Background: an optimization exercise with open tools, aiming at small area. Do not read the settings as production practice. Where RTL was checked, it was by simulation tests only, not by an equivalence proof against the original. No functional check of the RTL was part of run 2. Power and IR drop assume default switching activity.

==> design/flow/design.v <==
`timescale 1ns / 1ps
module Reg_File(
    input [31:0] reg_w,
    input write_enable,
    input clk,
    input rst,
    input [4:0] reg_enc_write,
    input [31:1] sel1,
    input [31:1] sel2,
    output [31:0] rs1,
    output [31:0] rs2
    );
    reg [31:1] valid;
    wire [31:1] we;
    wire [32*32-1:32] q;
    genvar i;
    generate
        for (i = 1; i < 32; i = i + 1) begin : row
            assign we[i] = write_enable & (reg_enc_write == i);
            Reg_Row r(.clk(clk), .load(we[i]), .hold(~we[i]), .d(reg_w), .q(q[32*i +: 32]));
        end
    endgenerate
    always @(posedge clk or negedge rst) begin
        if (rst == 1'b0)
            valid <= 31'b0;
        else
            valid <= valid | we;
    end
    wire [31:1] s1 = sel1 & valid, s2 = sel2 & valid;
    Reg_Read p1(.sel(s1), .q(q), .r(rs1));
    Reg_Read p2(.sel(s2), .q(q), .r(rs2));
endmodule
module Reg_Read(
    input [31:1] sel,
    input [32*32-1:32] q,
    output [31:0] r
    );
    genvar b, g;
    generate
        for (b = 0; b < 32; b = b + 1) begin : bt
            wire [10:0] n;
            for (g = 0; g < 10; g = g + 1) begin : grp
                And_Or3 a(.s(sel[3*g+3:3*g+1]),
                          .d({q[32*(3*g+3)+b], q[32*(3*g+2)+b], q[32*(3*g+1)+b]}),
                          .y_n(n[g]));
            end
            assign n[10] = ~(sel[31] & q[32*31+b]);
            assign r[b] = ~(&n);
        end
    endgenerate
endmodule
module And_Or3(
    input [2:0] s,
    input [2:0] d,
    output y_n
    );
    assign y_n = ~|(s & d);
endmodule
module Reg_Row(
    input clk,
    input load,
    input hold,
    input [31:0] d,
    output reg [31:0] q
    );
    always @(posedge clk)
        q <= (d & {32{load}}) | (q & {32{hold}});
endmodule
`timescale 1ns / 1ps
module IDecode(
    input [31:0] Ins,
    input [31:0] PC_curr,
    input rst,
    input clk_stage,
    input [31:0] regfile1,
    input [31:0] regfile2,
    input [4:0] outdated_EXE,outdated_MEM,outdated_WB,
    input IDBufEn,
    input [31:0] EXEBuf,MEMBuf,
    input pc_ins_type,
    input Mem_rd_in,
    output [31:1] sel1,
    output [31:1] sel2,
    output reg [31:0] PC_curr_reg,
    output reg pc_ins_type_reg,
    output reg [7:0] ALUOp,
    output reg sgn,
    output reg isBranch,
    output reg isJump,
    output reg branch_type,
    output reg [31:0] ALUopr1,
    output reg [31:0] ALUopr2,
    output reg [31:0] Store_src,
    output IDHold
    );
    wire [6:0] opcode = Ins[6:0];
    wire [2:0] funct3 = Ins[14:12];
    wire [6:0] funct7 = Ins[31:25];
    wire [4:0] rs1_enc = Ins[19:15], rs2_enc = Ins[24:20];
    localparam OP=6'd0,OP_IMM=6'd1,JAL=6'd2,JALR=6'd3,BRANCH=6'd4,LOAD=6'd5,STORE=6'd6,LUI=6'd7,AUIPC=6'd8;
    wire o_op = opcode == 7'd0, o_imm = opcode == 7'd1, o_jal = opcode == 7'd2,
         o_jalr = opcode == 7'd3, o_br = opcode == 7'd4, o_ld = opcode == 7'd5,
         o_st = opcode == 7'd6, o_lui = opcode == 7'd7, o_auipc = opcode == 7'd8;
    wire t_i = o_imm | o_jalr | o_ld, t_s = o_st, t_b = o_br, t_j = o_jal;
    wire w1 = t_i | t_s | t_b, w2 = w1 | t_j;
    wire [31:0] immediate = {
        Ins[31],
        w2 ? {11{Ins[31]}} : Ins[30:20],
        w1 ? {8{Ins[31]}} : Ins[19:12],
        (Ins[31] & (t_i | t_s)) | (Ins[7] & t_b) | (Ins[20] & t_j),
        Ins[30:25] & {6{w2}},
        (Ins[24:21] & {4{t_i | t_j}}) | (Ins[11:8] & {4{t_s | t_b}}),
        (Ins[20] & t_i) | (Ins[7] & t_s)
    };
    wire neq0 = rs1_enc != 5'b0, neq1 = rs2_enc != 5'b0;
    wire c10 = outdated_EXE == rs1_enc, c11 = outdated_MEM == rs1_enc, c12 = outdated_WB == rs1_enc;
    wire c20 = outdated_EXE == rs2_enc, c21 = outdated_MEM == rs2_enc, c22 = outdated_WB == rs2_enc;
    wire a1 = o_op | o_imm | o_jalr | o_br | o_ld | o_st;
    wire en = IDBufEn;
    wire a1_exe = en & a1 & neq0 & c10;
    wire a1_mem = en & a1 & neq0 & ~c10 & c11;
    wire a1_reg = en & a1 & ~c10 & ~c11;
    wire a1_pc = en & ~a1 & ~o_lui;
    wire [31:0] dec1 = 32'b1 << rs1_enc, dec2 = 32'b1 << rs2_enc;
    assign sel1 = dec1[31:1] & {31{a1_reg}};
    always @(posedge clk_stage or negedge rst) begin
        if (rst == 1'b0)
            ALUopr1 <= 32'b0;
        else
            ALUopr1 <= ({32{a1_exe}} & EXEBuf) | ({32{a1_mem}} & MEMBuf) |
                       regfile1 | ({32{a1_pc}} & PC_curr) | ({32{~en}} & ALUopr1);
    end
    wire u2 = o_op | o_br | o_st;
    wire b2_exe = u2 & neq1 & c12;
    wire b2_mem = u2 & neq1 & ~c12 & c20;
    wire b2_reg = u2 & ~c12 & ~c20;
    assign sel2 = dec2[31:1] & {31{b2_reg}};
    wire [31:0] rs2_updated = ({32{b2_exe}} & EXEBuf) | ({32{b2_mem}} & MEMBuf) | regfile2;
    wire immsel = o_imm | o_lui | o_auipc | o_jal | o_jalr | o_ld | o_st;
    always @(posedge clk_stage or negedge rst) begin
        if (rst == 1'b0)
            ALUopr2 <= 32'b0;
        else if (en)
            ALUopr2 <= immsel ? immediate : rs2_updated;
    end
    always @(posedge clk_stage or negedge rst) begin
        if (rst == 1'b0)
            Store_src <= 32'b0;
        else if (en & t_s)
            Store_src <= rs2_updated;
    end
    always @(posedge clk_stage or negedge rst) begin
        if (rst == 0) begin
            PC_curr_reg <= 32'b0;
            pc_ins_type_reg <= 1'b0;
        end
        else if (en) begin
            PC_curr_reg <= PC_curr;
            pc_ins_type_reg <= pc_ins_type;
        end
    end
    localparam ADD=8'd1,SUB=8'd3,SLT=8'd7,AND=8'd4,OR=8'd8,XOR=8'd16,SLL=8'd32,SRL=8'd64,SRA=8'd128;
    localparam BEQ=3'd0,BNE=3'd1,BLTU=3'd2,BLT=3'd3,BGEU=3'd4,BGE=3'd5;
    localparam ADD_=10'd0,SLT_=10'd1,SLTU_=10'd2,AND_=10'd3,OR_=10'd4,XOR_=10'd5,SLL_=10'd6,SRL_=10'd7,SUB_=10'd256,SRA_=10'd257;
    localparam ADDI=8'd0,SLTIU=8'd1,ANDI=8'd2,ORI=8'd3,XORI=8'd4,SLLI=8'd5,SRLI=8'd6,SRAI=8'd7;
    always @(posedge clk_stage or negedge rst) begin
        if(rst==1'b0)
            ALUOp<=8'b0;
        else if(IDBufEn) begin
            casez({opcode,funct7,funct3})
                {OP,{7{1'b?}},ADDI},{OP_IMM,ADD_},{LUI,{9{1'b?}}},{AUIPC,{9{1'b?}}}:
                    ALUOp<=ADD;
                {OP,{7{1'b?}},SLTIU},{OP_IMM,SLT_},{OP_IMM,SLTU_},{OP_IMM,SUB_},{BRANCH,{7'b?},BGEU},{BRANCH,{7'b?},BGE},{BRANCH,{7'b?},BLTU},{BRANCH,{7'b?},BLT}:
                    ALUOp<=SUB;
                {OP,{7{1'b?}},ANDI},{OP_IMM,AND_}:
                    ALUOp<=AND;
                {OP,{7{1'b?}},ORI},{OP_IMM,OR_}:
                    ALUOp<=OR;
                {OP,{7{1'b?}},XORI},{OP_IMM,XOR_},{BRANCH,{7'b?},BEQ},{BRANCH,{7'b?},BNE}:
                    ALUOp<=XOR;
                {OP,{7{1'b?}},SLL},{OP_IMM,SLL_}:
                    ALUOp<=SLL;
                {OP,{7{1'b?}},SRL},{OP_IMM,SRL_}:
                    ALUOp<=SRL;
                {OP,{7{1'b?}},SRA},{OP_IMM,SRA_}:
                    ALUOp<=SRA;
                default:
                    ALUOp<=ADD;
            endcase
        end
    end
    always @(posedge clk_stage or negedge rst) begin
        if(rst==0)
            sgn<=1'b0;
        else if(IDBufEn) begin
            casez({opcode,funct7,funct3})
                {OP_IMM,{10{1'b?}}},{OP,SLT_},{OP,SRA_},{BRANCH,{7{1'b?}},BLTU},{BRANCH,{7{1'b?}},BGEU}:
                    sgn<=1'b1;
                default:
                    sgn<=1'b0;
            endcase
        end
    end
    always @(posedge clk_stage or negedge rst) begin
        if(rst==1'b0) begin
            isBranch<=1'b0;
            isJump<=1'b0;
        end
        else if(IDBufEn) begin
            isBranch<=o_br;
            isJump<=o_jal|o_jalr;
        end
    end
    always @(posedge clk_stage or negedge rst) begin
        if(rst==1'b0)
            branch_type<=1'b0;
        else if(IDBufEn & ~(funct3[2] & funct3[1]))
            branch_type<=~funct3[1] & ~funct3[2];
    end
    wire [5:0] cmp = {c22, c21, c20, c12, c11, c10};
    wire [1:0] neq = {neq1, neq0};
    reg [1:0] RAW_stall;
    genvar i1;
    generate
        for(i1=0;i1<2;i1=i1+1) begin : stall
            always @(*) begin
                casez({neq[i1],cmp[3*i1+:3],Mem_rd_in})
                    {1'b1,3'b?10,1'b0},{1'b1,3'b100,1'b?},{1'b1,3'b000,1'b?}:
                        RAW_stall[i1]=1'b0;
                    default:
                        RAW_stall[i1]=1'b1;
                endcase
            end
        end
    endgenerate
    assign IDHold=RAW_stall[0]|RAW_stall[1];
endmodule
`timescale 1ns / 1ps
module ID_RF(
    input clk,
    input rst,
    input [31:0] Ins,
    input [31:0] PC_curr,
    input [4:0] outdated_EXE,
    input [4:0] outdated_MEM,
    input [4:0] outdated_WB,
    input IDBufEn,
    input [31:0] EXEBuf,
    input [31:0] MEMBuf,
    input [2:0] ins_class,
    input pc_ins_type,
    input Mem_rd_in,
    input [31:0] wb_data,
    input wb_en,
    input [4:0] wb_rd,
    output [31:0] PC_curr_reg,
    output pc_ins_type_reg,
    output [7:0] ALUOp,
    output sgn,
    output isBranch,
    output isJump,
    output branch_type,
    output [31:0] ALUopr1,
    output [31:0] ALUopr2,
    output [31:0] Store_src,
    output IDHold
    );
    wire [31:1] sel1, sel2;
    wire [31:0] rs1, rs2;
    Reg_File rf(
        .reg_w(wb_data),
        .write_enable(wb_en),
        .clk(clk),
        .rst(rst),
        .reg_enc_write(wb_rd),
        .sel1(sel1),
        .sel2(sel2),
        .rs1(rs1),
        .rs2(rs2)
    );
    IDecode id(
        .Ins(Ins),
        .PC_curr(PC_curr),
        .rst(rst),
        .clk_stage(clk),
        .regfile1(rs1),
        .regfile2(rs2),
        .outdated_EXE(outdated_EXE),
        .outdated_MEM(outdated_MEM),
        .outdated_WB(outdated_WB),
        .IDBufEn(IDBufEn),
        .EXEBuf(EXEBuf),
        .MEMBuf(MEMBuf),
        .pc_ins_type(pc_ins_type),
        .Mem_rd_in(Mem_rd_in),
        .sel1(sel1),
        .sel2(sel2),
        .PC_curr_reg(PC_curr_reg),
        .pc_ins_type_reg(pc_ins_type_reg),
        .ALUOp(ALUOp),
        .sgn(sgn),
        .isBranch(isBranch),
        .isJump(isJump),
        .branch_type(branch_type),
        .ALUopr1(ALUopr1),
        .ALUopr2(ALUopr2),
        .Store_src(Store_src),
        .IDHold(IDHold)
    );
endmodule
==> design/flow/run.sh <==
#!/bin/bash
# synth_recipe.tcl (not shown) runs the flow's synth.tcl, then flattens the netlist and writes it again
# the make line also repeats each setting of config.mk as NAME=value (left out here)
make -C /OpenROAD-flow-scripts/flow DESIGN_CONFIG=/design/flow/config.mk WORK_HOME=/design/flow/orfs CLKGATE_MAP_FILE= SYNTH_SCRIPT=/design/flow/synth_recipe.tcl finish
==> design/flow/config.mk <==
export PLATFORM = sky130hd
export DESIGN_NAME = ID_RF
export DESIGN_NICKNAME = ID_RF
export VERILOG_FILES = /design/flow/design.v
export SDC_FILE = /design/flow/constraint.sdc
export NUM_CORES = 4
export LEC_CHECK = 0
export CAP_MARGIN = 20
export CORE_MARGIN = 2
export CORE_UTILIZATION = 60
export SLEW_MARGIN = 20
export SYNTH_HIERARCHICAL = 1
==> design/flow/constraint.sdc <==
create_clock -name core_clock -period 7.0 [get_ports {clk}]
set_input_delay 1.4000 -clock core_clock [delete_from_list [all_inputs] [get_ports {clk}]]
set_output_delay 1.4000 -clock core_clock [all_outputs]
set_load 0.01 [all_outputs]
==> flow_summary.yaml, run 1 <==
status:
  status: "no timing/DRC/antenna violations"
setup_path:
  crit_family: "simple AND/OR/NAND/NOR gates"
  cp.required_ns: 7.57
  ff2ff_setup_slack_ns: 3.55
  reg2reg_to: "id.Store_src[9]$_DFFE_PN0P_"
  crit_top_cell: "a221o_1"
  cp-end-kind: "register"
  critPathBufInv: 3
  cp_slowest_stage_delay_ns: 0.83
  cp.arrival_ns: 6.61
  worst_path_max_delay_cell: "clkdlybuf4s50_1"
  ff2ff_path_depth: 8
  r2r_start: "rf.valid[7]$_DFF_PN0_"
  path_max_fanout: 24
  path_class: "input pin to register"
  start_kind: "input pin"
  path_cells: "clkdlybuf4s50_1, buf_4, xnor2_1, nand3_1, nor3_1, nor4b_1, nand2_1, nor2_1, and2_1, buf_12, a222oi_1, nand4_1, a2111o_1, a221o_1, a221o_1"
sta:
  fin_crit_ns: 6.04
  timing.fmax_mhz: 165
  finalHoldViolCount: 0
  maxSlewViolCount: 0
  slew_headroom: 0.146
  clock_skew_ns: 0.0304
  min_period_over_period: 0.863
  fin_hold_ws_ns: 0.464
  setup_viol: 0
  worst_slew_pin_slew_ns: 1.28
  rsz0062_at_grt: "false"
  tns_ns: 0
final_layout:
  final_area_um2: 56600
  largest_reg_flops: 992
  final_util: 0.705
  syn_to_final_growth_pct: 16.5
  final_nets: 4613
  layout-drive-gt1-share: 0.124
  seq_area_um2: 24200
  final_common_cell: "dfxtp_1"
  multi_input_area_um2: 22000
  final_cell_mix: "dfxtp_1, a22o_1, a222oi_1"
  regMostFlops: "rf.row.r.q"
  nFillCells: 6069
die:
  ios: 331
  rows: 104
  die-area_um2: 83200
  core_um2: 80300
  die_w_um: 289
  start_util: 0.605
  fp.dieH_um: 289
drt:
  viasPerCell: 8.26
  ant_nets: 0
  firstDrtPassIters: 12
  drc: 0
  routedWlPerCell_um: 38.0
  totalWireLength_um: 212000
  vias: 46153
  drt-initial-drc-count: 11262
power:
  ir_drop_mv: 0.246
  p_per_area_nw_per_um2: 302
  power_w: 0.0171
  power.static_leakage_nw: 23.2
global_route:
  gr-total-overflow: 0
  grt_max_degree: 113
  grt_pass1_vias: 43356
  antenna_found_initial: 6
  track_usage: 0.488
  grt_pass1_wl_um: 300000
logic_synthesis:
  synthDistinctLibCells: 82
  syn_nets: 4251
  synth.top_cell.area_share: 0.409
  async_reset_ff_frac: 0.148
  synth_top_area_cell: "dfxtp_1"
  ys_warn_count: 9
  synth_edf_count: 0
  synthFlopType: "dfxtp_1"
  netlist_instances: 4062
  synthesis.area_um2: 48600
  synth_area_leaders: "dfxtp_1, a22o_1, a222oi_1, dfrtp_1, buf_6"
  postSynthAreaPerCell_um2: 12.0
  synth_seq_cells: 1164
  yosysSeqAreaShare: 0.497
clock_network:
  clkTransAtPathRegs_ns: 0.06
  clock_sinks: 1164
  cts_tree: "yes"
  cts_inserted_buffers: 116
  cts-resized-gates: 0
  root_buffer: "clkbuf_16"
  worstSkewPairLatency_ns: 0.72
  ctsHoldBuffers: 0
  clk_path_buf_depth: 3
  htree_levels: 3
  cts_setup_buffers: 0
hold_path:
  hold_path_startpoint: "rf.valid[19]$_DFF_PN0_"
  hold_class: "register to register"
  hold_path_end: "rf.valid[19]$_DFF_PN0_"
  hold_depth: 1
place:
  hpwl_um: 128000
  gp_congestion: 1.04
  io_buffers: 327
  placed_cell_area_um2: 52300
flow_run:
  max_cap_viol_count: 0
==> per-module statistics from Yosys, one instance, submodules excluded, excerpt <==
| module | times used | cell area, um^2 |
|---|---|---|
| And_Or3 | 640 | 10.0 |
| Reg_Row | 31 | 991 |
| Reg_File | 1 | 1960 |
| IDecode | 1 | 7660 |
| Reg_Read | 2 | 915 |
==> layout make-up <==
| type | instances | area share |
|---|---|---|
| inverters | 6 | 0.000398 |
| flip-flops and latches | 1164 | 0.427 |
| multi-input cells | 2610 | 0.388 |
| repair buffers | 526 | 0.0902 |
| clock buffers | 173 | 0.0614 |
| diodes | 4 | 0.000177 |
| clock inverters | 44 | 0.00937 |
| well taps | 1060 | 0.0234 |
==> stage by stage <==
| step | worst slack, ns | cells |
|---|---|---|
| 3_5_place_dp | 0.550 | 5355 |
| 2_1_floorplan | 2.56 | 4062 |
| 6_report | 0.957 | 5587 |
| 3_3_place_gp | 0.708 | 5354 |
| 5_1_grt | 1.02 | 5584 |
| 4_1_cts | 1.25 | 5572 |
==> worst register-to-register path: stages (launching register included) <==
cell and delay [ns]:
dfrtp_1 0.39, and2_1 0.45, buf_4 0.37, a222oi_1 0.42, nand4_1 0.44, a2111o_1 0.45
a221oi_1 0.38, buf_4 0.29, o21ai_0 0.11
==> cells by family after synthesis <==
logic type,count (synthesis),share of synthesized area
buffers and inverters,288,0.0552
muxes,34,0.00786
AOI/OAI and AO/OA,1973,0.373
and+or+nand+nor,576,0.0618
DFF,1164,0.497
xor gates and xnor gates,27,0.00487
==> worst max-delay path by stage <==
stage,startpoint,cells after the start,slack (ns),to
global placement,Ins[5],14,0.71,id.ALUopr2[22]$_DFFE_PN0P_
global route,Ins[16],15,1.02,id.ALUopr1[14]$_DFF_PN0_
detailed placement,Ins[16],15,0.55,id.ALUopr1[23]$_DFF_PN0_
CTS,Ins[16],15,1.25,id.ALUopr1[23]$_DFF_PN0_
floorplan,Ins[19],13,2.56,id.ALUopr1[10]$_DFF_PN0_
finish,Ins[16],15,0.96,id.ALUopr1[28]$_DFF_PN0_
==> synth_stat cells (11+ instances only) <==
cell / count
a2111o_1: 64
a211oi_1: 12
a21o_1: 33
a21oi_1: 33
a221o_1: 64
a221oi_1: 23
a222oi_1: 640
a22o_1: 932
a22o_2: 62
and2_1: 65
buf_2: 22
buf_6: 196
clkbuf_1: 43
dfrtp_1: 172
dfxtp_1: 992
mux2_2: 33
nand2_1: 159
nand3_1: 13
nand4_1: 138
nor2_1: 125
nor3_1: 11
o21ai_0: 50
xnor2_1: 11
xor2_1: 16
==> power by group <==
part / leakage, nW / switching [W] / internal, W / total, W
Clock: 1.99 / 0.00274 / 0.00383 / 0.00657
Sequential: 10.4 / 0.000966 / 0.00786 / 0.00883
Combinational: 10.8 / 0.000686 / 0.00103 / 0.00171
Total: 23.2 / 0.00439 / 0.0127 / 0.0171
==> layer usage <==
| layer | track usage | vias to the layer above | wire length [um] |
|---|---|---|---|
| li1 | - | 18552 | - |
| met1 | 0.610 | 22344 | 74300 |
| met2 | 0.691 | 4339 | 86400 |
| met3 | 0.193 | 910 | 34600 |
| met4 | 0.335 | 8 | 16800 |
| met5 | 0 | - | 67 |
==> run 2, diff against run 1 <==
--- a/design/flow/design.v
+++ b/design/flow/design.v
@@ -8,8 +8,8 @@
     input [31:1] sel1,
     input [31:1] sel2,
+    output reg [31:1] valid,
     output [31:0] rs1,
     output [31:0] rs2
     );
-    reg [31:1] valid;
     wire [31:1] we;
     wire [32*32-1:32] q;
@@ -27,7 +27,6 @@
             valid <= valid | we;
     end
-    wire [31:1] s1 = sel1 & valid, s2 = sel2 & valid;
-    Reg_Read p1(.sel(s1), .q(q), .r(rs1));
-    Reg_Read p2(.sel(s2), .q(q), .r(rs2));
+    Reg_Read p1(.sel(sel1), .q(q), .r(rs1));
+    Reg_Read p2(.sel(sel2), .q(q), .r(rs2));
 endmodule
 module Reg_Read(
@@ -80,4 +79,5 @@
     input pc_ins_type,
     input Mem_rd_in,
+    input [31:1] valid,
     output [31:1] sel1,
     output [31:1] sel2,
@@ -123,5 +123,5 @@
     wire a1_pc = en & ~a1 & ~o_lui;
     wire [31:0] dec1 = 32'b1 << rs1_enc, dec2 = 32'b1 << rs2_enc;
-    assign sel1 = dec1[31:1] & {31{a1_reg}};
+    assign sel1 = dec1[31:1] & valid & {31{a1_reg}};
     always @(posedge clk_stage or negedge rst) begin
         if (rst == 1'b0)
@@ -135,5 +135,5 @@
     wire b2_mem = u2 & neq1 & ~c12 & c20;
     wire b2_reg = u2 & ~c12 & ~c20;
-    assign sel2 = dec2[31:1] & {31{b2_reg}};
+    assign sel2 = dec2[31:1] & valid & {31{b2_reg}};
     wire [31:0] rs2_updated = ({32{b2_exe}} & EXEBuf) | ({32{b2_mem}} & MEMBuf) | regfile2;
     wire immsel = o_imm | o_lui | o_auipc | o_jal | o_jalr | o_ld | o_st;
@@ -266,5 +266,5 @@
     output IDHold
     );
-    wire [31:1] sel1, sel2;
+    wire [31:1] sel1, sel2, valid;
     wire [31:0] rs1, rs2;
     Reg_File rf(
@@ -276,4 +276,5 @@
         .sel1(sel1),
         .sel2(sel2),
+        .valid(valid),
         .rs1(rs1),
         .rs2(rs2)
@@ -296,4 +297,5 @@
         .sel1(sel1),
         .sel2(sel2),
+        .valid(valid),
         .PC_curr_reg(PC_curr_reg),
         .pc_ins_type_reg(pc_ins_type_reg),
==> design/flow/flow/run.sh (new file) <==
#!/bin/bash
# Standard ORFS layout (the standard.sh, standard synthesis unchanged) with two
# changes to how the layout is made:
#  - port buffers use the smallest buffer cell (buf_1) instead of the default choice;
#  - CTS without dummy loads, with larger sink clusters driven by clkbuf_16.
# All output goes to standard.log in the work folder; ORFS's per-step logs stay
# under orfs/logs/.
set -euo pipefail
bash standard.sh \
  "BUFFER_PORTS_ARGS=-buffer_cell sky130_fd_sc_hd__buf_1" \
  "CTS_ARGS=-sink_clustering_enable -repair_clock_nets -dont_use_dummy_load -buf_list sky130_fd_sc_hd__clkbuf_16 -sink_clustering_size 25 -sink_clustering_max_diameter 60" \
  finish > standard.log 2>&1
==> design/flow/standard.sh (new file) <==
#!/bin/bash
# synth_recipe.tcl (not shown) runs the flow's synth.tcl, then flattens the netlist and writes it again
# the make line also repeats each setting of config.mk as NAME=value (left out here)
make -C /OpenROAD-flow-scripts/flow DESIGN_CONFIG=/design/flow/config.mk WORK_HOME=/design/flow/orfs CLKGATE_MAP_FILE= SYNTH_SCRIPT=/design/flow/synth_recipe.tcl "${@:-finish}"
removed: design/flow/run.sh
==> flow_summary.yaml, run 2 <==
status:
  status: "no timing/DRC/antenna violations"
final_layout:
  regMostFlops: "rf.row.r.q"
  layout-drive-gt1-share: 0.0988
  final_common_cell: "dfxtp_1"
  final_nets: 4511
  largest_reg_flops: 992
  final_util: 0.650
  nFillCells: 6508
  final_cell_mix: "dfxtp_1, a22o_1, a222oi_1"
  syn_to_final_growth_pct: 7.83
global_route:
  grt_max_degree: 71
  grt_pass1_vias: 42254
  gr-total-overflow: 0
  antenna_found_initial: 14
  grt_pass1_wl_um: 298000
  track_usage: 0.490
sta:
  min_period_over_period: 0.844
  slew_headroom: 0.115
  fin_hold_ws_ns: 0.466
  timing.fmax_mhz: 169
  clock_skew_ns: 0.0524
  rsz0062_at_grt: "false"
  fin_crit_ns: 5.91
  fin_ws_ns: 1.09
  worst_slew_pin_slew_ns: 1.33
  setup_viol: 0
  tns_ns: 0
  finalHoldViolCount: 0
  maxSlewViolCount: 0
setup_path:
  cp.required_ns: 7.53
  path_class: "input pin to register"
  crit_family: "simple AND/OR/NAND/NOR gates"
  start_kind: "input pin"
  path_depth: 13
  cp.arrival_ns: 6.44
  path_cells: "buf_1, xnor2_1, nand3_1, nor3_1, nor3_1, and2_1, and3_2, buf_4, a222oi_1, nand4_1, a2111o_1, a221o_1, a221o_1"
  cp-end-kind: "register"
  cp_slowest_stage_delay_ns: 0.65
  critPathBufInv: 2
  worst_path_max_delay_cell: "a2111o_1"
  path_max_fanout: 23
  ff2ff_path_depth: 7
clock_network:
  htree_levels: 3
  root_buffer: "clkbuf_16"
  cts_inserted_buffers: 84
  cts_setup_buffers: 0
  cts-resized-gates: 0
  worstSkewPairLatency_ns: 0.67
  ctsHoldBuffers: 0
  clock_sinks: 1164
  clkTransAtPathRegs_ns: 0.06
  cts_tree: "yes"
  clk_path_buf_depth: 3
drt:
  ant_nets: 0
  vias: 45652
  totalWireLength_um: 212000
  firstDrtPassIters: 13
  drc: 0
  viasPerCell: 8.47
  drt-initial-drc-count: 10985
  routedWlPerCell_um: 39.4
logic_synthesis:
  yosysSeqAreaShare: 0.500
  async_reset_ff_frac: 0.148
  synth_most_common_cell: "dfxtp_1"
  netlist_instances: 4026
  synthesis.area_um2: 48300
  synth.top_cell.area_share: 0.411
  synth_edf_count: 0
  synthDistinctLibCells: 72
  syn_nets: 4215
  synth_seq_cells: 1164
  synth_top_area_cell: "dfxtp_1"
  synth_area_leaders: "dfxtp_1, a22o_1, a222oi_1, dfrtp_1, buf_6"
  synthFlopType: "dfxtp_1"
  ys_warn_count: 9
  postSynthAreaPerCell_um2: 12.0
  yosys-top-cells-count: "dfxtp_1, a22o_1, a222oi_1, buf_6, dfrtp_1"
die:
  start_util: 0.603
  ios: 331
  fp.dieH_um: 288
  die-area_um2: 82900
  rows: 104
  core_um2: 80200
  die_w_um: 288
place:
  gp_congestion: 0.968
  io_buffers: 327
  dp_worst_setup_slack_ns: 0.786
  hpwl_um: 132000
power:
  p_per_area_nw_per_um2: 284
  power_w: 0.0148
  power.static_leakage_nw: 21.3
  ir_drop_mv: 0.254
hold_path:
  hold_class: "register to register"
  hold_depth: 1
flow_run:
  max_cap_viol_count: 0
run 2: cell types whose count changed after synthesis, sizes merged, moves of 9 or more:
cell | previous run | this run
nor2 | 128 | 56
and3 | 3 | 62
and2 | 65 | 14
a211oi | 22 | 2
o2bb2ai | 2 | 18
buf | 231 | 221
nor2b | 8 | 17
nor3 | 12 | 21
run 2: report_power, final:
group	internal, W	switching [W]	leakage (nW)
Sequential	0.00785	0.000953	10.4
Clock	0.00212	0.00230	1.04
Combinational	0.000892	0.000668	9.83
Total	0.0109	0.00392	21.3
run 2: modules after synthesis (local to each module, per instance), a selection:
module | flops+latches | cell area [um^2] | times used
And_Or3 | 0 | 10.0 | 640
IDecode | 141 | 7820 | 1
Reg_File | 31 | 1570 | 1
Reg_Read | 0 | 915 | 2
Reg_Row | 32 | 991 | 31
run 2: logic make-up (layout without fill, tap and decap cells):
logic type                after synthesis  count (layout)  synth area share
other                                   0              11                 0
muxes                                  34              34           0.00789
AOI/OAI and AO/OA                    1981            1981             0.374
and+or+nand+nor                       537             537            0.0605
xor gates and xnor gates               28              28           0.00507
DFF                                  1164            1164             0.500
buffers and inverters                 282             576            0.0528
run 2: metrics by stage:
stage	std cells	area (um^2)
3_3_place_gp	5289	49800
5_1_grt	5388	52100
4_1_cts	5376	52000
2_1_floorplan	4026	48300
3_5_place_dp	5292	49900
6_report	5391	52100
run 2: worst register-to-register path, delay by kind of cell (launching register included):
family          cells  cell delay, ns
compound gates      4            1.86
simple gates        2            0.77
flops               1            0.41
buf+inv             1            0.35
run 2: cell type report:
class | count | area (um^2) | area share
diodes | 11 | 27.5 | 0.000528
clock buffers | 84 | 2100 | 0.0403
inverters | 7 | 26.3 | 0.000504
multi-input cells | 2580 | 21900 | 0.421
flip-flops and latches | 1164 | 24200 | 0.464
well taps | 1060 | 1330 | 0.0254
repair buffers | 485 | 2550 | 0.0489
run 2: routing by layer:
metal	wire [um]	GRT usage
met1	75000	0.636
met2	84800	0.665
met3	34800	0.181
met4	17500	0.349
met5	180	0.0140
run 2: worst paths after layout:
check / from / end / slack, ns
min in group asynchronous: rst / rf.valid[6]$_DFF_PN0_ / 0.87
hold reg to reg: rf.valid[20]$_DFF_PN0_ / rf.valid[20]$_DFF_PN0_ / 0.47
setup / recovery: Ins[19] / id.ALUopr1[6]$_DFF_PN0_ / 1.09
setup reg to reg: rf.valid[1]$_DFF_PN0_ / id.Store_src[22]$_DFFE_PN0P_ / 3.45
hold / removal: rf.valid[20]$_DFF_PN0_ / rf.valid[20]$_DFF_PN0_ / 0.47
max in group asynchronous: rst / id.PC_curr_reg[31]$_DFFE_PN0P_ / 4.71
==> run 3, diff against run 2 <==
--- a/design/flow/design.v
+++ b/design/flow/design.v
@@ -164,30 +164,49 @@
     localparam ADD_=10'd0,SLT_=10'd1,SLTU_=10'd2,AND_=10'd3,OR_=10'd4,XOR_=10'd5,SLL_=10'd6,SRL_=10'd7,SUB_=10'd256,SRA_=10'd257;
     localparam ADDI=8'd0,SLTIU=8'd1,ANDI=8'd2,ORI=8'd3,XORI=8'd4,SLLI=8'd5,SRLI=8'd6,SRAI=8'd7;
-    always @(posedge clk_stage or negedge rst) begin
-        if(rst==1'b0)
-            ALUOp<=8'b0;
-        else if(IDBufEn) begin
+    reg [7:0] aluop_n;
+    always @(*) begin
+        begin
             casez({opcode,funct7,funct3})
                 {OP,{7{1'b?}},ADDI},{OP_IMM,ADD_},{LUI,{9{1'b?}}},{AUIPC,{9{1'b?}}}:
-                    ALUOp<=ADD;
+                    aluop_n=ADD;
                 {OP,{7{1'b?}},SLTIU},{OP_IMM,SLT_},{OP_IMM,SLTU_},{OP_IMM,SUB_},{BRANCH,{7'b?},BGEU},{BRANCH,{7'b?},BGE},{BRANCH,{7'b?},BLTU},{BRANCH,{7'b?},BLT}:
-                    ALUOp<=SUB;
+                    aluop_n=SUB;
                 {OP,{7{1'b?}},ANDI},{OP_IMM,AND_}:
-                    ALUOp<=AND;
+                    aluop_n=AND;
                 {OP,{7{1'b?}},ORI},{OP_IMM,OR_}:
-                    ALUOp<=OR;
+                    aluop_n=OR;
                 {OP,{7{1'b?}},XORI},{OP_IMM,XOR_},{BRANCH,{7'b?},BEQ},{BRANCH,{7'b?},BNE}:
-                    ALUOp<=XOR;
+                    aluop_n=XOR;
                 {OP,{7{1'b?}},SLL},{OP_IMM,SLL_}:
-                    ALUOp<=SLL;
+                    aluop_n=SLL;
                 {OP,{7{1'b?}},SRL},{OP_IMM,SRL_}:
-                    ALUOp<=SRL;
+                    aluop_n=SRL;
                 {OP,{7{1'b?}},SRA},{OP_IMM,SRA_}:
-                    ALUOp<=SRA;
+                    aluop_n=SRA;
                 default:
-                    ALUOp<=ADD;
+                    aluop_n=ADD;
             endcase
         end
     end
+    reg [3:0] k;
+    always @(posedge clk_stage or negedge rst) begin
+        if(rst==1'b0)
+            k<=4'b0;
+        else if(IDBufEn)
+            k<={aluop_n[4]|aluop_n[5]|aluop_n[6]|aluop_n[7],
+                aluop_n[2]|aluop_n[3]|aluop_n[6]|aluop_n[7],
+                aluop_n[1]|aluop_n[3]|aluop_n[5]|aluop_n[7],
+                aluop_n[0]};
+    end
+    always @(*) begin
+        ALUOp[0] = k[0];
+        ALUOp[1] = k[0] & k[1];
+        ALUOp[2] = ~k[3] & k[2] & ~k[1];
+        ALUOp[3] = ~k[3] & k[2] & k[1];
+        ALUOp[4] = k[3] & ~k[2] & ~k[1];
+        ALUOp[5] = k[3] & ~k[2] & k[1];
+        ALUOp[6] = k[3] & k[2] & ~k[1];
+        ALUOp[7] = k[3] & k[2] & k[1];
+    end
     always @(posedge clk_stage or negedge rst) begin
         if(rst==0)
==> flow_summary.yaml, run 3 <==
power:
  swShare: 0.270
  p_per_area_nw_per_um2: 282
  p_switching_w: 0.00397
  seqPwrFrac: 0.600
  clkPwrFrac: 0.289
  power.internal_w: 0.0107
  ir_drop_mv: 0.255
  power.static_leakage_nw: 21.6
  combPwrFrac: 0.111
sta:
  min_period_over_period: 0.864
  tns_ns: 0
  rsz0062_at_grt: "false"
  maxSlewViolCount: 0
  fin_crit_ns: 6.05
  worst_slew_pin_slew_ns: 1.36
  slew_headroom: 0.0957
  finalHoldViolCount: 0
  setup_viol: 0
  fin_ws_ns: 0.949
  clock_skew_ns: 0.0610
  timing.fmax_mhz: 165
place:
  gp_congestion: 1.03
  io_buffers: 327
  hpwl_um: 133000
  dp_worst_setup_slack_ns: 0.769
global_route:
  antenna_found_initial: 19
  gr-total-overflow: 0
  grt_max_degree: 86
  grt_pass1_wl_um: 299000
  track_usage: 0.492
  grt_pass1_vias: 42164
clock_network:
  clk_path_buf_depth: 3
  cts_inserted_buffers: 78
  htree_levels: 3
  clkTransAtPathRegs_ns: 0.08
  ctsHoldBuffers: 0
  cts_tree: "yes"
  worstSkewPairLatency_ns: 0.65
  clock_sinks: 1160
  root_buffer: "clkbuf_16"
  cts-resized-gates: 0
  cts_setup_buffers: 0
die:
  core_um2: 79300
  die_w_um: 287
  die-area_um2: 82600
  start_util: 0.608
  fp.dieH_um: 287
  ios: 331
  rows: 103
final_layout:
  nFillCells: 6267
  regMostFlops: "rf.row.r.q"
  layout-drive-gt1-share: 0.105
  final_common_cell: "dfxtp_1"
  largest_reg_flops: 992
  final_nets: 4548
  syn_to_final_growth_pct: 8.41
  multi_input_area_um2: 21800
  seq_area_um2: 24100
  final_cell_mix: "dfxtp_1, a22o_1, a222oi_1"
drt:
  vias: 46080
  routedWlPerCell_um: 39.4
  totalWireLength_um: 214000
  ant_nets: 0
  drt-initial-drc-count: 12040
  firstDrtPassIters: 17
  viasPerCell: 8.50
  drc: 0
flow_run:
  max_cap_viol_count: 0
logic_synthesis:
  syn_nets: 4209
  postSynthAreaPerCell_um2: 12.0
  synth_seq_cells: 1160
  synthDistinctLibCells: 68
  synth_most_common_cell: "dfxtp_1"
  synth_area_leaders: "dfxtp_1, a22o_1, a222oi_1, dfrtp_1, buf_6"
  netlist_instances: 4020
  synthesis.area_um2: 48200
  yosys-top-cells-count: "dfxtp_1, a22o_1, a222oi_1, buf_6, dfrtp_1"
  yosysSeqAreaShare: 0.500
  ys_warn_count: 9
  synth_edf_count: 0
  synth.top_cell.area_share: 0.412
  async_reset_ff_frac: 0.145
  synthFlopType: "dfxtp_1"
  synth_top_area_cell: "dfxtp_1"
status:
  status: "no timing/DRC/antenna violations"
setup_path:
  start_kind: "input pin"
  path_cells: "buf_1, xnor2_1, nand3_1, nor3_1, nor4_1, and2_1, and3_1, a222oi_1, nand4_1, a2111o_1, a221o_1, a221o_1"
  crit_family: "simple AND/OR/NAND/NOR gates"
  critPathBufInv: 1
  crit_top_cell: "a221o_1"
  cp_slowest_stage_delay_ns: 0.75
  cp.required_ns: 7.52
  path_max_fanout: 19
  worst_path_max_delay_cell: "nand4_1"
  cp.arrival_ns: 6.57
  path_class: "input pin to register"
  cp-end-kind: "register"
hold_path:
  hold_class: "register to register"
run 3: cell types whose count changed after synthesis, moves of 5 or more:
cell,before,now
a31oi_1,12,4
a21oi_1,34,67
nor2b_1,17,11
o21a_1,5,0
a22oi_1,6,11
nor2_1,55,118
a221oi_1,38,49
nor3_1,19,14
buf_2,22,16
o21ai_0,46,19
o2bb2ai_1,18,4
nand2_1,166,117
run 3: worst paths after layout:
check,from,to,slack [ns],depth (start not counted)
worst min register to register,rf.valid[16]$_DFF_PN0_,rf.valid[16]$_DFF_PN0_,0.46,1
worst max-delay path,Ins[19],id.ALUopr1[3]$_DFF_PN0_,0.95,12
worst max register to register,rf.valid[21]$_DFF_PN0_,id.ALUopr1[3]$_DFF_PN0_,3.38,6
max in group asynchronous,rst,rf.valid[23]$_DFF_PN0_,4.76,2
min in group asynchronous,rst,id.Store_src[11]$_DFFE_PN0P_,0.91,1
worst min-delay path,rf.valid[16]$_DFF_PN0_,rf.valid[16]$_DFF_PN0_,0.46,1
run 3: layout make-up:
class,instances,share of cell area
Antenna cell,11,0.000527
Clock buffer,78,0.0374
Inverter,11,0.000791
Multi-Input combinational cell,2574,0.418
Sequential cell,1160,0.461
Tap cell,1050,0.0252
Timing Repair Buffer,534,0.0575
run 3: stage by stage:
| stage | hold slack (ns) | total power (W) | std cells | util | cell area (um^2) |
|---|---|---|---|---|---|
| after floorplan | 0.433 | 0.00981 | 4020 | - | 48200 |
| after global placement | 0.443 | 0.0104 | 5320 | 0.631 | 50000 |
| after detailed placement | 0.452 | 0.0105 | 5322 | 0.632 | 50100 |
| after CTS | 0.463 | 0.0146 | 5400 | 0.656 | 52000 |
| after global routing | 0.480 | 0.0152 | 5411 | 0.659 | 52200 |
| final | 0.463 | 0.0147 | 5418 | 0.659 | 52200 |
run 3: power groups by stage:
| stage | Combinational [W] | Sequential (W) | Clock, W |
|---|---|---|---|
| 5_1_grt | 0.00177 | 0.00895 | 0.00447 |
| 2_1_floorplan | 0.00111 | 0.00869 | 0 |
| 3_5_place_dp | 0.00160 | 0.00889 | 0 |
| 4_1_cts | 0.00161 | 0.00876 | 0.00422 |
| 3_3_place_gp | 0.00153 | 0.00886 | 0 |
| 6_report | 0.00164 | 0.00884 | 0.00425 |
run 3: Yosys stat by module (local to each module, per instance), a selection:
module	flip-flops and latches	area, um^2
And_Or3	0	10.0
Reg_File	31	1570
Reg_Read	0	915
Reg_Row	32	991
IDecode	137	7650
run 3: cells by family (layout without fill, tap and decap cells):
logic type | after synthesis | count (layout) | share of synthesized area
buffers and inverters | 286 | 623 | 0.0532
DFF | 1160 | 1160 | 0.500
other | 0 | 11 | 0
xor gates and xnor gates | 29 | 29 | 0.00527
and+or+nand+nor | 540 | 540 | 0.0604
muxes | 34 | 34 | 0.00795
AOI/OAI and AO/OA | 1971 | 1971 | 0.374
run 3: routing by layer:
| layer | global-route usage | routed length (um) | vias to the layer above |
|---|---|---|---|
| li1 | - | - | 18345 |
| met1 | 0.610 | 73200 | 22157 |
| met2 | 0.696 | 86500 | 4544 |
| met3 | 0.209 | 36500 | 1018 |
| met4 | 0.323 | 17300 | 16 |
| met5 | 0 | 95 | - |
==> run 4, diff against run 3 <==
==> design/flow/flow/run.sh (replaced) <==
#!/bin/bash
# Standard ORFS layout (the standard.sh, standard synthesis unchanged) with two
# changes to how the layout is made:
#  - port buffers use the smallest buffer cell (buf_1) instead of the default choice;
#  - CTS without dummy loads, with sink clusters of up to 16 driven by clkbuf_8 (clkbuf_16 at the root).
# All output goes to standard.log in the work folder; ORFS's per-step logs stay
# under orfs/logs/.
set -euo pipefail
bash standard.sh \
  "BUFFER_PORTS_ARGS=-buffer_cell sky130_fd_sc_hd__buf_1" \
  "CTS_ARGS=-sink_clustering_enable -repair_clock_nets -dont_use_dummy_load -root_buf sky130_fd_sc_hd__clkbuf_16 -buf_list sky130_fd_sc_hd__clkbuf_8 -sink_clustering_size 16 -sink_clustering_max_diameter 50" \
  finish > standard.log 2>&1
==> flow_summary.yaml, run 4 <==
status:
  status: "no timing/DRC/antenna violations"
drt:
  routedWlPerCell_um: 39.3
  viasPerCell: 8.50
  ant_nets: 0
  firstDrtPassIters: 15
  drt-initial-drc-count: 11680
  totalWireLength_um: 214000
  drc: 0
  vias: 46340
setup_path:
  cp.required_ns: 7.53
  worst_path_max_delay_cell: "nand4_1"
  path_max_fanout: 23
  path_cells: "buf_1, xnor2_1, nand3_1, nor3_1, nor4_1, and2_1, and3_1, buf_4, a222oi_1, nand4_1, a2111o_1, a221o_1, a221o_1"
  cp.arrival_ns: 6.75
  r2r_start: "rf.valid[30]$_DFF_PN0_"
  path_class: "input pin to register"
  ff2ff_setup_slack_ns: 3.33
  path_depth: 13
  reg2reg_to: "id.ALUopr1[8]$_DFF_PN0_"
  crit_family: "simple AND/OR/NAND/NOR gates"
  cp-end-kind: "register"
  crit_top_cell: "a221o_1"
  ff2ff_path_depth: 7
  start_kind: "input pin"
  critPathBufInv: 2
  cp_slowest_stage_delay_ns: 0.78
place:
  placed_cell_area_um2: 50100
  hpwl_um: 133000
  io_buffers: 327
  gp_congestion: 1.03
  dp_worst_setup_slack_ns: 0.769
final_layout:
  final_nets: 4585
  final_cell_mix: "dfxtp_1, a22o_1, a222oi_1"
  final_common_cell: "dfxtp_1"
  final_util: 0.655
  final_area_um2: 51900
  syn_to_final_growth_pct: 7.84
  layout-drive-gt1-share: 0.113
  nFillCells: 6318
  regMostFlops: "rf.row.r.q"
  largest_reg_flops: 992
logic_synthesis:
  synthFlopType: "dfxtp_1"
  synthDistinctLibCells: 68
  synth_edf_count: 0
  synthesis.area_um2: 48200
  postSynthAreaPerCell_um2: 12.0
  synth.top_cell.area_share: 0.412
  ys_warn_count: 9
  yosysSeqAreaShare: 0.500
  yosys-top-cells-count: "dfxtp_1, a22o_1, a222oi_1, buf_6, dfrtp_1"
  async_reset_ff_frac: 0.145
  synth_top_area_cell: "dfxtp_1"
  netlist_instances: 4020
  synth_most_common_cell: "dfxtp_1"
  synth_seq_cells: 1160
  synth_area_leaders: "dfxtp_1, a22o_1, a222oi_1, dfrtp_1, buf_6"
  syn_nets: 4209
clock_network:
  cts_tree: "yes"
  cts_setup_buffers: 0
  worstSkewPairLatency_ns: 0.66
  cts_inserted_buffers: 115
  htree_levels: 3
  clock_sinks: 1160
  cts-resized-gates: 0
  clk_path_buf_depth: 3
  ctsHoldBuffers: 0
  clkTransAtPathRegs_ns: 0.09
  root_buffer: "clkbuf_16"
sta:
  finalHoldViolCount: 0
  fin_ws_ns: 0.781
  setup_viol: 0
  maxSlewViolCount: 0
  worst_slew_pin_slew_ns: 1.34
  min_period_over_period: 0.888
  fin_crit_ns: 6.22
  rsz0062_at_grt: "false"
  timing.fmax_mhz: 161
  tns_ns: 0
  slew_headroom: 0.110
  clock_skew_ns: 0.0543
power:
  power.static_leakage_nw: 21.5
  p_per_area_nw_per_um2: 276
  ir_drop_mv: 0.199
  power_w: 0.0143
die:
  ios: 331
  die_w_um: 287
  rows: 103
  core_um2: 79300
  die-area_um2: 82600
  fp.dieH_um: 287
  start_util: 0.608
global_route:
  grt_max_degree: 86
  gr-total-overflow: 0
  track_usage: 0.492
  grt_pass1_vias: 42383
  grt_pass1_wl_um: 299000
  antenna_found_initial: 25
flow_run:
  max_cap_viol_count: 0
hold_path:
  hold_depth: 1
  hold_class: "register to register"
  hold_path_end: "rf.valid[16]$_DFF_PN0_"
  hold_path_startpoint: "rf.valid[16]$_DFF_PN0_"
-- run 4: cell counts after synthesis --
Identical to the previous run, type by type.
-- run 4: cells by family (layout without fill, tap and decap cells) --
logic type | after synthesis | in the layout | synth area share
AOI/OAI and AO/OA | 1971 | 1971 | 0.374
xor gates and xnor gates | 29 | 29 | 0.00527
other | 0 | 10 | 0
DFF | 1160 | 1160 | 0.500
and+or+nand+nor | 540 | 540 | 0.0604
buffers and inverters | 286 | 660 | 0.0532
muxes | 34 | 34 | 0.00795
-- run 4: how the worst max path moves through the flow --
stage | start | end | slack, ns
4_1_cts | Ins[19] | id.ALUopr2[28]$_DFFE_PN0P_ | 1.42
2_1_floorplan | Ins[4] | id.ALUopr2[17]$_DFFE_PN0P_ | 2.14
3_5_place_dp | Ins[19] | id.ALUopr2[28]$_DFFE_PN0P_ | 0.77
3_3_place_gp | Ins[19] | id.ALUopr2[16]$_DFFE_PN0P_ | 0.82
6_report | Ins[19] | id.ALUopr1[8]$_DFF_PN0_ | 0.78
5_1_grt | Ins[19] | id.ALUopr1[8]$_DFF_PN0_ | 0.86
-- run 4: per-module statistics from Yosys (local to each module, per instance), excerpt --
module | cells | copies in the design | flip-flops and latches
Reg_Read | 131 | 2 | 0
And_Or3 | 1 | 640 | 0
Reg_Row | 70 | 31 | 32
IDecode | 779 | 1 | 137
Reg_File | 169 | 1 | 31
-- run 4: cell type report --
type,instances,area [um^2],area share
repair buffers,534,2990,0.0576
clock buffers,115,1680,0.0324
well taps,1050,1310,0.0253
flip-flops and latches,1160,24100,0.463
multi-input cells,2574,21800,0.420
inverters,11,41.3,0.000795
diodes,10,25.0,0.000482
-- run 4: stage by stage --
stage	hold slack, ns	std cells
after CTS	0.462	5437
after floorplan	0.433	4020
final	0.463	5454
after global placement	0.443	5320
after global routing	0.481	5449
after detailed placement	0.452	5322
-- run 4: metal layers --
layer / GRT usage / share of wire / vias to the layer above
li1: - / - / 18417
met3: 0.214 / 0.17 / 1098
met4: 0.324 / 0.086 / 26
met5: 0.00116 / 0.00086 / -
met1: 0.606 / 0.34 / 22273
met2: 0.697 / 0.40 / 4526
-- run 4: where the power goes --
group | total, W | switching [W] | internal, W
combinational | 0.00164 | 0.000722 | 0.000914
clock | 0.00386 | 0.00228 | 0.00158
sequential | 0.00884 | 0.000980 | 0.00786
total | 0.0143 | 0.00398 | 0.0104
==> run 5, diff against run 4 <==
==> design/flow/flow/run.sh (replaced) <==
#!/bin/bash
# Standard ORFS layout (the standard.sh, standard synthesis unchanged) with two
# changes to how the layout is made:
#  - port buffers use the smallest buffer cell (buf_1) instead of the default choice;
#  - CTS without dummy loads, with sink clusters of up to 9 driven by clkbuf_4 (clkbuf_16 at the root).
# All output goes to standard.log in the work folder; ORFS's per-step logs stay
# under orfs/logs/.
set -euo pipefail
bash standard.sh \
  "BUFFER_PORTS_ARGS=-buffer_cell sky130_fd_sc_hd__buf_1" \
  "CTS_ARGS=-sink_clustering_enable -repair_clock_nets -dont_use_dummy_load -root_buf sky130_fd_sc_hd__clkbuf_16 -buf_list sky130_fd_sc_hd__clkbuf_4 -sink_clustering_size 9 -sink_clustering_max_diameter 45" \
  finish > standard.log 2>&1
==> flow_summary.yaml, run 5 <==
sta:
  tns_ns: 0
  setup_viol: 0
  min_period_over_period: 0.856
  worst_slew_pin_slew_ns: 1.33
  maxSlewViolCount: 0
  fin_hold_ws_ns: 0.467
  clock_skew_ns: 0.104
  finalHoldViolCount: 0
  fin_crit_ns: 5.99
  slew_headroom: 0.115
  rsz0062_at_grt: "false"
  timing.fmax_mhz: 167
die:
  fp.dieH_um: 287
  ios: 331
  start_util: 0.608
  die_w_um: 287
  die-area_um2: 82600
  rows: 103
  core_um2: 79300
setup_path:
  cp.arrival_ns: 6.61
  path_max_fanout: 15
  critPathBufInv: 1
  crit_top_cell: "a221o_1"
  path_class: "input pin to register"
  ff2ff_setup_slack_ns: 3.28
  ff2ff_path_depth: 8
  cp.required_ns: 7.61
  path_cells: "buf_1, xnor2_1, nand3_1, nor3_1, nor4_1, and2_1, and3_1, a222oi_1, nand4_1, a2111o_1, a221o_1, a221o_1"
  worst_path_max_delay_cell: "nand4_1"
  crit_family: "simple AND/OR/NAND/NOR gates"
  cp-end-kind: "register"
  path_depth: 12
  start_kind: "input pin"
  cp_slowest_stage_delay_ns: 0.74
final_layout:
  largest_reg_flops: 992
  regMostFlops: "rf.row.r.q"
  layout-drive-gt1-share: 0.120
  nFillCells: 6375
  final_nets: 4624
  final_common_cell: "dfxtp_1"
  final_cell_mix: "dfxtp_1, a22o_1, a222oi_1"
  syn_to_final_growth_pct: 6.80
power:
  power.static_leakage_nw: 21.3
  power_w: 0.0137
  p_per_area_nw_per_um2: 267
  ir_drop_mv: 0.188
logic_synthesis:
  async_reset_ff_frac: 0.145
  synth.top_cell.area_share: 0.412
  synthDistinctLibCells: 68
  synthFlopType: "dfxtp_1"
  synth_edf_count: 0
  yosysSeqAreaShare: 0.500
  synth_top_area_cell: "dfxtp_1"
  synthesis.area_um2: 48200
  netlist_instances: 4020
  synth_area_leaders: "dfxtp_1, a22o_1, a222oi_1, dfrtp_1, buf_6"
  yosys-top-cells-count: "dfxtp_1, a22o_1, a222oi_1, buf_6, dfrtp_1"
  synth_seq_cells: 1160
  synth_most_common_cell: "dfxtp_1"
  ys_warn_count: 9
  postSynthAreaPerCell_um2: 12.0
  syn_nets: 4209
clock_network:
  clk_path_buf_depth: 3
  worstSkewPairLatency_ns: 0.78
  cts-resized-gates: 0
  cts_inserted_buffers: 154
  root_buffer: "clkbuf_16"
  clkTransAtPathRegs_ns: 0.10
  cts_tree: "yes"
  clock_sinks: 1160
  htree_levels: 4
  cts_setup_buffers: 0
  ctsHoldBuffers: 0
drt:
  firstDrtPassIters: 14
  vias: 46574
  viasPerCell: 8.48
  routedWlPerCell_um: 39.1
  wl_met2_um: 86800
  met1_length_um: 73300
  top_layer_used: "met5"
  drc: 0
  drt-initial-drc-count: 11919
  met3_length_um: 37100
  totalWireLength_um: 215000
  ant_nets: 0
flow_run:
  max_cap_viol_count: 0
global_route:
  grt_max_degree: 86
  grt_pass1_wl_um: 301000
  track_usage: 0.496
  gr-total-overflow: 0
  antenna_found_initial: 23
  grt_pass1_vias: 42767
hold_path:
  hold_depth: 1
  hold_class: "register to register"
status:
  status: "no timing/DRC/antenna violations"
place:
  hpwl_um: 133000
  gp_congestion: 1.03
  io_buffers: 327
-- run 5: cell counts after synthesis --
Identical to the previous run, type by type.
-- run 5: worst paths after layout --
path                                         from                           end
setup / recovery                          Ins[19]       id.ALUopr1[3]$_DFF_PN0_
hold / removal             rf.valid[16]$_DFF_PN0_        rf.valid[16]$_DFF_PN0_
setup reg to reg           rf.valid[23]$_DFF_PN0_     id.ALUopr2[8]$_DFFE_PN0P_
hold reg to reg            rf.valid[16]$_DFF_PN0_        rf.valid[16]$_DFF_PN0_
max in group asynchronous                     rst        rf.valid[19]$_DFF_PN0_
min in group asynchronous                     rst  id.Store_src[10]$_DFFE_PN0P_
-- run 5: report_power, final --
| part | switching [W] | leakage, nW | internal, W |
|---|---|---|---|
| Combinational | 0.000721 | 10.3 | 0.000914 |
| Clock | 0.00225 | 0.716 | 0.00103 |
| Sequential | 0.000979 | 10.3 | 0.00785 |
| Total | 0.00395 | 21.3 | 0.00980 |
-- run 5: cell families after synthesis --
family                    count (synthesis)  synth area share
and+or+nand+nor                         540            0.0604
muxes                                    34           0.00795
DFF                                    1160             0.500
xor gates and xnor gates                 29           0.00527
buffers and inverters                   286            0.0532
AOI/OAI and AO/OA                      1971             0.374
-- run 5: per-module statistics from Yosys (local to each module, per instance), a selection --
module    cells inside  cell area, um^2  times used  flops+latches
Reg_Row             70              991          31             32
Reg_Read           131              915           2              0
And_Or3              1             10.0         640              0
IDecode            779             7650           1            137
Reg_File           169             1570           1             31
-- run 5: stage by stage --
stage | utilization | cells | area, um^2 | worst slack (ns)
after floorplan | - | 4020 | 48200 | 2.14
after global placement | 0.631 | 5320 | 50000 | 0.822
after detailed placement | 0.632 | 5322 | 50100 | 0.769
after CTS | 0.646 | 5476 | 51200 | 1.51
after global routing | 0.649 | 5490 | 51400 | 1.12
final | 0.649 | 5495 | 51500 | 1.01
-- run 5: metal layers --
| layer | track usage | vias up |
|---|---|---|
| met4 | 0.324 | 24 |
| li1 | - | 18552 |
| met2 | 0.700 | 4578 |
| met3 | 0.224 | 1047 |
| met5 | 0.00465 | - |
| met1 | 0.608 | 22373 |
-- run 5: cell type report --
class | instances | area (um^2) | share of cell area
antenna | 12 | 30.0 | 0.000584
clock buffer | 154 | 1170 | 0.0228
inverter | 11 | 41.3 | 0.000803
multi-input combinational | 2574 | 21800 | 0.424
sequential | 1160 | 24100 | 0.468
tap | 1050 | 1310 | 0.0255
timing repair buffer | 534 | 3000 | 0.0583
==> run 6, diff against run 5 <==
==> design/flow/flow/run.sh (replaced) <==
#!/bin/bash
# Standard ORFS layout (the standard.sh, standard synthesis unchanged) with two
# changes to how the layout is made:
#  - port buffers use the smallest buffer cell (buf_1) instead of the default choice;
#  - CTS without dummy loads, with sink clusters of up to 8 driven by clkbuf_4 (clkbuf_16 at the root).
# All output goes to standard.log in the work folder; ORFS's per-step logs stay
# under orfs/logs/.
set -euo pipefail
bash standard.sh \
  "BUFFER_PORTS_ARGS=-buffer_cell sky130_fd_sc_hd__buf_1" \
  "CTS_ARGS=-sink_clustering_enable -repair_clock_nets -dont_use_dummy_load -root_buf sky130_fd_sc_hd__clkbuf_16 -buf_list sky130_fd_sc_hd__clkbuf_4 -sink_clustering_size 8 -sink_clustering_max_diameter 35" \
  finish > standard.log 2>&1
==> flow_summary.yaml, run 6 <==
status:
  status: "no timing/DRC/antenna violations"
global_route:
  antenna_found_initial: 25
  grt_pass1_wl_um: 301000
  track_usage: 0.496
  grt_max_degree: 86
  gr-total-overflow: 0
  grt_pass1_vias: 43071
logic_synthesis:
  postSynthAreaPerCell_um2: 12.0
  synth_top_area_cell: "dfxtp_1"
  synth_edf_count: 0
  synth_area_leaders: "dfxtp_1, a22o_1, a222oi_1, dfrtp_1, buf_6"
  yosysSeqAreaShare: 0.500
  synth_most_common_cell: "dfxtp_1"
  synth_seq_cells: 1160
  syn_nets: 4209
  yosys-top-cells-count: "dfxtp_1, a22o_1, a222oi_1, buf_6, dfrtp_1"
  synth.top_cell.area_share: 0.412
  synthDistinctLibCells: 68
  async_reset_ff_frac: 0.145
  ys_warn_count: 9
  netlist_instances: 4020
  synthFlopType: "dfxtp_1"
  synthesis.area_um2: 48200
final_layout:
  final_util: 0.651
  syn_to_final_growth_pct: 7.19
  nFillCells: 6387
  final_common_cell: "dfxtp_1"
  stdcell_count: 5524
  seq_area_um2: 24100
  largest_reg_flops: 992
  layout-drive-gt1-share: 0.126
  final_cell_mix: "dfxtp_1, a22o_1, a222oi_1"
  regMostFlops: "rf.row.r.q"
  final_nets: 4653
  multi_input_area_um2: 21800
die:
  core_um2: 79300
  die_w_um: 287
  ios: 331
  fp.dieH_um: 287
  die-area_um2: 82600
  start_util: 0.608
  rows: 103
sta:
  slew_headroom: 0.121
  tns_ns: 0
  worst_slew_pin_slew_ns: 1.32
  maxSlewViolCount: 0
  rsz0062_at_grt: "false"
  fin_hold_ws_ns: 0.469
  fin_ws_ns: 1.04
  fin_crit_ns: 5.96
  timing.fmax_mhz: 168
  setup_viol: 0
  min_period_over_period: 0.851
  clock_skew_ns: 0.100
  finalHoldViolCount: 0
power:
  power.static_leakage_nw: 21.4
  clkPwrFrac: 0.252
  swShare: 0.286
  seqPwrFrac: 0.631
  combPwrFrac: 0.117
  power.internal_w: 0.0100
  p_per_area_nw_per_um2: 271
  ir_drop_mv: 0.197
  p_switching_w: 0.00401
clock_network:
  cts_tree: "yes"
  cts-resized-gates: 0
  worstSkewPairLatency_ns: 0.80
  root_buffer: "clkbuf_16"
  htree_levels: 4
  cts_setup_buffers: 0
  ctsHoldBuffers: 0
  clock_sinks: 1160
  clkTransAtPathRegs_ns: 0.08
  cts_inserted_buffers: 185
  clk_path_buf_depth: 3
drt:
  totalWireLength_um: 215000
  drc: 0
  vias: 46686
  ant_nets: 0
  firstDrtPassIters: 12
  drt-initial-drc-count: 11874
  viasPerCell: 8.45
  routedWlPerCell_um: 38.8
setup_path:
  path_class: "input pin to register"
  cp-end-kind: "register"
  cp.arrival_ns: 6.50
  start_kind: "input pin"
  cp.required_ns: 7.54
  path_max_fanout: 11
place:
  io_buffers: 327
  dp.cells: 5322
  gp_congestion: 1.03
  dp_worst_setup_slack_ns: 0.769
  hpwl_um: 133000
flow_run:
  max_cap_viol_count: 0
hold_path:
  hold_class: "register to register"
[run 6: cell counts after synthesis]
Identical to the previous run, type by type.
[run 6: path summary, 6_finish.rpt]
check | from | to | slack (ns) | depth (start not counted)
min in group asynchronous | rst | id.ALUopr2[6]$_DFFE_PN0P_ | 0.77 | 1
max in group asynchronous | rst | id.PC_curr_reg[29]$_DFFE_PN0P_ | 4.88 | 2
min reg2reg | rf.valid[16]$_DFF_PN0_ | rf.valid[16]$_DFF_PN0_ | 0.47 | 1
max reg2reg | rf.valid[7]$_DFF_PN0_ | id.ALUopr2[18]$_DFFE_PN0P_ | 3.25 | 7
min | rf.valid[16]$_DFF_PN0_ | rf.valid[16]$_DFF_PN0_ | 0.47 | 1
max | Ins[19] | id.ALUopr2[18]$_DFFE_PN0P_ | 1.04 | 13
[run 6: cell type report]
cell class	count	area share
sequential	1160	0.466
multi-input combinational	2574	0.423
timing repair buffer	532	0.0572
clock buffer	185	0.0272
tap	1050	0.0254
inverter	11	0.000800
antenna	12	0.000582
[run 6: per-layer routing]
| metal | GRT usage | share of wire | vias to the layer above |
|---|---|---|---|
| li1 | - | - | 18632 |
| met1 | 0.602 | 0.34 | 22358 |
| met2 | 0.697 | 0.40 | 4585 |
| met3 | 0.230 | 0.17 | 1087 |
| met4 | 0.340 | 0.083 | 24 |
| met5 | 0.00116 | 0.00072 | - |
[run 6: worst max-delay path, cell delays in order]
cell	delay, ns
buf_1	0.66
xnor2_1	0.19
nand3_1	0.17
nor2_1	0.42
nor4_2	0.19
and3_1	0.28
and3_1	0.48
buf_4	0.36
a222oi_1	0.38
nand4_1	0.53
a2111o_1	0.63
a221oi_1	0.60
a221oi_1	0.20
[run 6: Yosys stat by module (local to each module, per instance), a selection]
| module | times used | cells inside | area (um^2) | flops+latches |
|---|---|---|---|---|
| Reg_Row | 31 | 70 | 991 | 32 |
| IDecode | 1 | 779 | 7650 | 137 |
| And_Or3 | 640 | 1 | 10.0 | 0 |
| Reg_File | 1 | 169 | 1570 | 31 |
| Reg_Read | 2 | 131 | 915 | 0 |
[run 6: cell families after synthesis]
group           count (synthesis)  synth area share
buf+inv                       286            0.0532
flops                        1160             0.500
simple gates                  540            0.0604
mux                            34           0.00795
compound gates               1971             0.374
xor+xnor                       29           0.00527
[run 6: power groups by stage]
| stage | combinational (W) | sequential, W | clock (W) |
|---|---|---|---|
| 3_3_place_gp | 0.00153 | 0.00886 | 0 |
| 3_5_place_dp | 0.00160 | 0.00889 | 0 |
| 6_report | 0.00164 | 0.00883 | 0.00353 |
| 5_1_grt | 0.00177 | 0.00895 | 0.00379 |
| 2_1_floorplan | 0.00111 | 0.00869 | 0 |
| 4_1_cts | 0.00160 | 0.00876 | 0.00352 |
[run 6: stage by stage]
stage,area (um^2),power (W)
5_1_grt,51600,0.0145
4_1_cts,51500,0.0139
3_3_place_gp,50000,0.0104
3_5_place_dp,50100,0.0105
6_report,51600,0.0140
2_1_floorplan,48200,0.00981

re-timing with driven ports:
No port has a modelled driver above. Below, the same layouts with a new extraction and two added sets of constraints. Step 1, drivers: a clkbuf_16 drives clk and a buf_2 each remaining input, both assumed. Step 2 moves the port delays by t, midway between the first and last clock arrival at a register: inputs arrive t later, outputs are due t later. That takes back most of the time a late clock gives input paths. Slacks: ideal / step 1 / step 2; pairs: ideal / step 1.
run	t, ns	setup WS [ns]	worst hold slack (ns)
run 1	0.774	0.957 / 1.002 / 0.229	0.464 / 0.464 / 0.464
run 2	0.730	1.090 / 1.140 / 0.410	0.466 / 0.466 / 0.466
run 3	0.696	0.949 / 0.986 / 0.290	0.463 / 0.463 / 0.463
run 4	0.719	0.781 / 0.826 / 0.107	0.463 / 0.463 / 0.463
run 5	0.802	1.009 / 1.044 / 0.242	0.467 / 0.467 / 0.467
run 6	0.812	1.043 / 1.080 / 0.268	0.469 / 0.469 / 0.469
After both steps every run listed still meets setup and hold. For run 6, which loses most, drivers alone change the setup slack by +0.037 ns; drivers and shift together by -0.775 ns.
